This design comes from an exercise in tuning for small area on the open sky130 flow, not from production work. Function was checked by simulation only, so behaviour that the tests miss may differ from the original. The clock port is modelled as an ideal driver, which makes a skipped or thinned clock tree look cheaper than it is; a real chip needs a root buffer or a tree. No activity file was given, so power comes from the tool's default toggle rates.

Setup of run A:
// main
module main(
	input logic		_clk, _rst,
	input logic		up, down,
	output logic		hsync, vsync,
	output logic		active,
	output logic		r, g, b
);
	logic clk;
	logic rst;
	assign clk = _clk;
	assign rst = ~_rst;
	localparam MAX_H = 799;
	localparam MAX_V = 524;
	logic [9:0] hp, vp;
	always_ff @(posedge clk, posedge rst)
		if (rst)		hp <= '0;
		else if (hp == MAX_H)	hp <= '0;
		else			hp <= hp + 1'b1;
	always_ff @(posedge clk, posedge rst)
		if (rst)		vp <= '0;
		else if (hp == MAX_H) begin
			if (vp == MAX_V)	vp <= '0;
			else 			vp <= vp + 1'b1;
		end
	wire hblank = hp[9] && (hp[8] || hp[7]);	 
	wire tick = (hp == MAX_H) && (vp == 10'd489);
	assign hsync = (10'd656 <= hp && hp <= 10'd751);
	assign vsync = (10'd490 <= vp && vp <= 10'd491);
	assign active = !hblank && (vp < 10'd480);
	wire [5:0] col = hp[9:4];
	wire [4:0] trow = vp[8:4];
	wire [3:0] py = vp[3:0];
	wire [3:0] px = hp[3:0];
	logic [4:0] ship_y;
	always_ff @(posedge clk, posedge rst)
		if (rst) 				ship_y <= '0;
		else if (!tick)				ship_y <= ship_y;
		else if (~up && (ship_y != '0))		ship_y <= ship_y - 5'd1;
		else if (~down && (ship_y != 5'd29))	ship_y <= ship_y + 5'd1;
	logic [5:0] eq;
	wire [5:0] e = eq ^ 6'd40;
	always_ff @(posedge clk, posedge rst)
		if (rst)		eq <= '0;
		else if (tick)		eq <= ((e == 6'd61) ? 6'd0 : e - 6'd1) ^ 6'd40;
	wire [1:0] tail_frame = {e[1] ^ e[0], e[0]};
	wire fwd = (px == 4'd15 && !hblank) || tick;
	wire bwd = hblank && (hp[1:0] == 2'b00);
	logic [4:0] obj_row;
	logic [1:0] obj_spr;
	random_byte random_byte(.clk(clk), .rst(rst), .fwd(fwd), .bwd(bwd), .row(obj_row), .spr(obj_spr));
	logic ship_in_coin;
	logic [2:0] taken;
	always_ff @(posedge clk, posedge rst)
		if (rst)		taken <= '0;
		else if (tick)		taken <= {ship_in_coin, taken[2:1]};
	wire filled = (col >= e || e[5:2] == 4'b1111) && !(col < 6'd3 && taken[col[1:0]]);
	wire coin_now = filled && (obj_row == ship_y) && (obj_spr == 2'b11);
  ...
Settings: LEC_CHECK=0, CAP_MARGIN=5, CORE_MARGIN=2, CORE_UTILIZATION=70, GPL_TIMING_DRIVEN=0, PLACE_DENSITY=0.8, SLEW_MARGIN=5; clock period 40.0 ns.
standard.sh (not shown) runs the stock make flow with config.mk's settings and CLKGATE_MAP_FILE= SYNTH_SCRIPT=/design/flow/synth_recipe.tcl, a recipe that flattens the netlist after the stock synthesis.
==> flow/flow/run.sh <==
#!/bin/bash
# Own layout flow: the standard flow (standard.sh) with two changes:
#  - synthesis maps the combinational logic with a stronger ABC script,
#    run for several seeds in parallel, keeping the smallest result
#    (area.abc); registers are mapped before ABC, as in the standard synthesis;
#  - the clock is distributed by cts_own.tcl (a few buffers driven by
#    the clock port) instead of ORFS's CTS.
# Each step's output goes to a log file of its own in the work folder.
set -euo pipefail
W=$(pwd)
export OWN_ABC_SCRIPT=$W/flow/area.abc
export OWN_ABC_SEEDS=${OWN_ABC_SEEDS:-1 3 5 7 9 11 13 15}
export OWN_ABC_SECONDS=${OWN_ABC_SECONDS:-300}
export OWN_ABC_MAPS=${OWN_ABC_MAPS:-dch -f; amap | dch; amap | amap}
export OWN_CLOCK_PORT=_clk
export OWN_CLOCK_BUF=${OWN_CLOCK_BUF:-sky130_fd_sc_hd__buf_12}
export OWN_CLOCK_GROUPS=${OWN_CLOCK_GROUPS:-3}
# the platform's don't-use cells, plus the largest buffers, which repair_design
# otherwise picks for the high-fanout reset and select nets
DU=$(bash standard.sh print-DONT_USE_CELLS 2>/dev/null | sed -n 's/^DONT_USE_CELLS: //p')
DU="$DU ${OWN_EXTRA_DONT_USE-sky130_fd_sc_hd__buf_4 sky130_fd_sc_hd__buf_6 sky130_fd_sc_hd__buf_8 sky130_fd_sc_hd__buf_12 sky130_fd_sc_hd__buf_16 sky130_fd_sc_hd__bufbuf_8 sky130_fd_sc_hd__bufbuf_16}"
S=(SYNTH_SCRIPT=$W/flow/own_synth.tcl ADDER_MAP_FILE= "BUFFER_PORTS_ARGS=-buffer_cell sky130_fd_sc_hd__buf_1" "DONT_USE_CELLS=$DU" "MIN_BUF_CELL_AND_PORTS=sky130_fd_sc_hd__buf_1 A X")
bash standard.sh "${S[@]}" place > $W/flow_place.log 2>&1
bash standard.sh "${S[@]}" RUN_SCRIPT=$W/flow/cts_own.tcl RUN_LOG_NAME_STEM=4_1_cts run > $W/flow_cts.log 2>&1
bash standard.sh "${S[@]}" finish > $W/flow_finish.log 2>&1
==> flow/flow/own_synth.tcl <==
# The standard synthesis (synth_recipe.tcl), with one change: ABC maps the
# combinational logic with a stronger, area-oriented script (area.abc) instead
# of ORFS's speed script. The logic ABC gets is written out once; area.abc is
# run on it by one yosys-abc process per seed in OWN_ABC_SEEDS, in parallel,
# and the smallest mapped result is read back in its place. Registers are
# mapped before ABC runs, so they come out as in the standard synthesis.
proc synth {args} { yosys synth -nofsm -noshare {*}$args }
proc own_abc_script { path text } {
  set f [open $path w]
  puts $f $text
  close $f
}
proc abc {args} {
  set si [lsearch -exact $args -script]
  set lib [lindex $args [expr { [lsearch -exact $args -liberty] + 1 }]]
  set dont_use {}
  for { set i 0 } { $i < [llength $args] } { incr i } {
    if { [lindex $args $i] eq "-dont_use" } {
      lappend dont_use -X [lindex $args [incr i]]
    }
  }
  set dir $::env(RESULTS_DIR)/own_abc
  file mkdir $dir
  set fh [open $::env(OWN_ABC_SCRIPT)]
  set template [read $fh]
  close $fh
  # 1. write out the logic ABC gets (the mapping made here is discarded)
  yosys design -save own_abc_in
  own_abc_script $dir/dump.script "write_blif $dir/in.blif\nstrash\nmap"
  lset args [expr { $si + 1 }] $dir/dump.script
  yosys abc {*}$args
  yosys design -load own_abc_in
  # 2. one yosys-abc per seed, in parallel
  set abc_exe [file join [file dirname $::env(YOSYS_EXE)] yosys-abc]
  if { ![file executable $abc_exe] } {
    set abc_exe yosys-abc
  }
  set maps {}
  foreach m [split $::env(OWN_ABC_MAPS) "|"] {
    lappend maps [string trim $m]
  }
  set jobs {}
  foreach seed $::env(OWN_ABC_SEEDS) {
    set body [string map [list @S1@ $seed @S2@ [expr { $seed + 1 }] \
      @T@ $::env(OWN_ABC_SECONDS)] $template]
    set text "read_lib -w $dont_use $lib\nread_blif $dir/in.blif\n$body\nwrite_blif $dir/opt_$seed.blif\n"
    set k 0
    foreach m $maps {
      append text "read_blif $dir/opt_$seed.blif\nstrash\n$m\ntopo\nstime -p\nwrite_blif $dir/out_${seed}_$k.blif\n"
      incr k
    }
    own_abc_script $dir/run_$seed.script $text
    append jobs "$abc_exe -f $dir/run_$seed.script > $dir/run_$seed.log 2>&1 &\n"
  }
  append jobs "wait\n"
  exec bash -c $jobs
  set best_area -1
  set best {}
  foreach seed $::env(OWN_ABC_SEEDS) {
    set fh [open $dir/run_$seed.log]
    set log [read $fh]
    close $fh
    set areas [regexp -all -inline {Area =\s*([0-9.]+)} $log]
    for { set k 0 } { $k < [llength $maps] } { incr k } {
      set area [lindex $areas [expr { 2 * $k + 1 }]]
      if { $area eq {} || ![file exists $dir/out_${seed}_$k.blif] } {
        puts "own abc: seed $seed mapping $k gave no result"
        continue
      }
      puts "own abc: seed $seed mapping $k area $area"
      if { $best_area < 0 || $area < $best_area } {
        set best_area $area
        set best out_${seed}_$k
      }
    }
  }
  if { $best eq {} } {
    error "own abc: no seed gave a result"
  }
  puts "own abc: kept $best area $best_area"
  # 3. read the best mapping back as ABC's result (under the model name
  # yosys expects)
  set fh [open $dir/$best.blif]
  set text [read $fh]
  close $fh
  regsub -line {^\.model .*$} $text {.model netlist} text
  set fh [open $dir/$best.blif w]
  puts -nonewline $fh $text
  close $fh
  own_abc_script $dir/load.script "read_blif $dir/$best.blif"
  lset args [expr { $si + 1 }] $dir/load.script
  yosys abc {*}$args
}
source $::env(SCRIPTS_DIR)/synth.tcl
# left out here: clear keep_hierarchy, flatten, clean up, hide names made inside functions, write 1_2_yosys.v
Other scripts of this flow, unchanged in this note and not shown: flow/flow/area.abc, flow/flow/cts_own.tcl
Inputs modified between run A and run B:
-- flow/flow/run.sh --
<<< run A, line 11
export OWN_ABC_SCRIPT=$W/flow/area.abc
export OWN_ABC_SEEDS=${OWN_ABC_SEEDS:-1 3 5 7 9 11 13 15}
export OWN_ABC_SECONDS=${OWN_ABC_SECONDS:-300}
export OWN_ABC_MAPS=${OWN_ABC_MAPS:-dch -f; amap | dch; amap | amap}
export OWN_CLOCK_PORT=_clk
>>> run B, line 11
export OWN_ABC_SCRIPT=$W/flow/area.abc
export OWN_ABC_SEEDS=${OWN_ABC_SEEDS:-1 3 5 7 9 11 13 15 17 19 21 23 25 27 29 31}
export OWN_ABC_SECONDS=${OWN_ABC_SECONDS:-300}
export OWN_ABC_MAPS=${OWN_ABC_MAPS:-dch -f; amap | dch; amap | dch; amap -m | amap}
export OWN_CLOCK_PORT=_clk
-- flow/flow/own_synth.tcl --
<<< run A, line 3
# of ORFS's speed script. The logic ABC gets is written out once; area.abc is
# run on it by one yosys-abc process per seed in OWN_ABC_SEEDS, in parallel,
# and the smallest mapped result is read back in its place. Registers are
>>> run B, line 3
# of ORFS's speed script. The logic ABC gets is written out once; area.abc is
# run on it by one yosys-abc process per seed in OWN_ABC_SEEDS, NUM_CORES at a
# time,
# and the smallest mapped result is read back in its place. Registers are
<<< run A, line 52
    own_abc_script $dir/run_$seed.script $text
    append jobs "$abc_exe -f $dir/run_$seed.script > $dir/run_$seed.log 2>&1 &\n"
  }
  append jobs "wait\n"
  exec bash -c $jobs
  set best_area -1
>>> run B, line 53
    own_abc_script $dir/run_$seed.script $text
    append jobs "$abc_exe -f $dir/run_$seed.script > $dir/run_$seed.log 2>&1\n"
  }
  set fh [open $dir/jobs.txt w]
  puts -nonewline $fh $jobs
  close $fh
  exec bash -c "xargs -d '\\n' -P $::env(NUM_CORES) -I CMD bash -c CMD < $dir/jobs.txt"
  set best_area -1
Findings:
Slew at the pin closest to its max-slew limit: run B < run A. Share of layout cells above drive strength 1 across run A and run B: no real change. Run B vs run A — x dimension of the die dropped slightly. Reported for run A and run B, sequential cell count turned out identical to the last digit. Max routed length on met3 across run A and run B: run B. Worst hold slack: lower on run A. Sort run A and run B by number of global-route vias before repair, ascending, and run B comes first.
The inputs of run C differ from those of run B as listed below.
-- flow/flow/run.sh --
<<< run B, line 11
export OWN_ABC_SCRIPT=$W/flow/area.abc
export OWN_ABC_SEEDS=${OWN_ABC_SEEDS:-1 3 5 7 9 11 13 15 17 19 21 23 25 27 29 31}
export OWN_ABC_SECONDS=${OWN_ABC_SECONDS:-300}
>>> run C, line 11
export OWN_ABC_SCRIPT=$W/flow/area.abc
export OWN_ABC_SEEDS=${OWN_ABC_SEEDS:-1 3 5 7 9 11 13 15 17 19 21 23 25 27 29 31 33 35 37 39 41 43 45 47 49 51 53 55 57 59 61 63 65 67 69 71 73 75 77 79 81 83 85 87 89 91 93 95 97 99 101 103 105 107 109 111 113 115 117 119 121 123 125 127}
export OWN_ABC_SECONDS=${OWN_ABC_SECONDS:-300}
[summary]
Run C: full flow OK, the timing, DRC and antenna checks passed
As of run C, cell area after synthesis had fallen slightly compared to run B.
Lower critical path depth among run C and run B: run C
The area share of xor/xnor cells in the synthesized design on run C is in line with that on run B.
Compared with run B, run C shows a higher global routing usage on met2.
Taking run B as the reference, in run C final clock period utilization by the worst path went down; number of cells after detailed placement fell 11; total half-perimeter wirelength after legalization and detailed placement climbed 1.1%; post-layout worst setup margin increased by 300 ps relative to the old numbers.
Sort run C and run B by cell area after layout, descending, and run B comes first.
Taking run B as the reference point, the share of total power in the clock network of run C rises by 0.8 points.
In every run of this note, the design's own scripts or RTL, not TritonCTS, make the clock network.

[re-timing with driven ports]
The results above use ideal ports. As a check the final layouts listed here were re-extracted and re-timed, cells and wires unchanged. Step 1, drivers: a clkbuf_16 drives _clk and a buf_2 each remaining input, both assumed. Step 2 also shifts input and output timing later by t, the mid clock arrival at the registers, as if the neighbouring blocks saw the same clock. Slacks: ideal / step 1 / step 2; pairs: ideal / step 1.
run	t (ns)	slack for setup (ns)	worst setup path after step 2
run A	0.211	27.508 / 27.433 / 27.644	register to output
run B	0.206	27.324 / 27.253 / 27.459	register to output
run C	0.220	27.622 / 27.543 / 27.762	register to output
After both steps setup and hold are still met in every run listed.
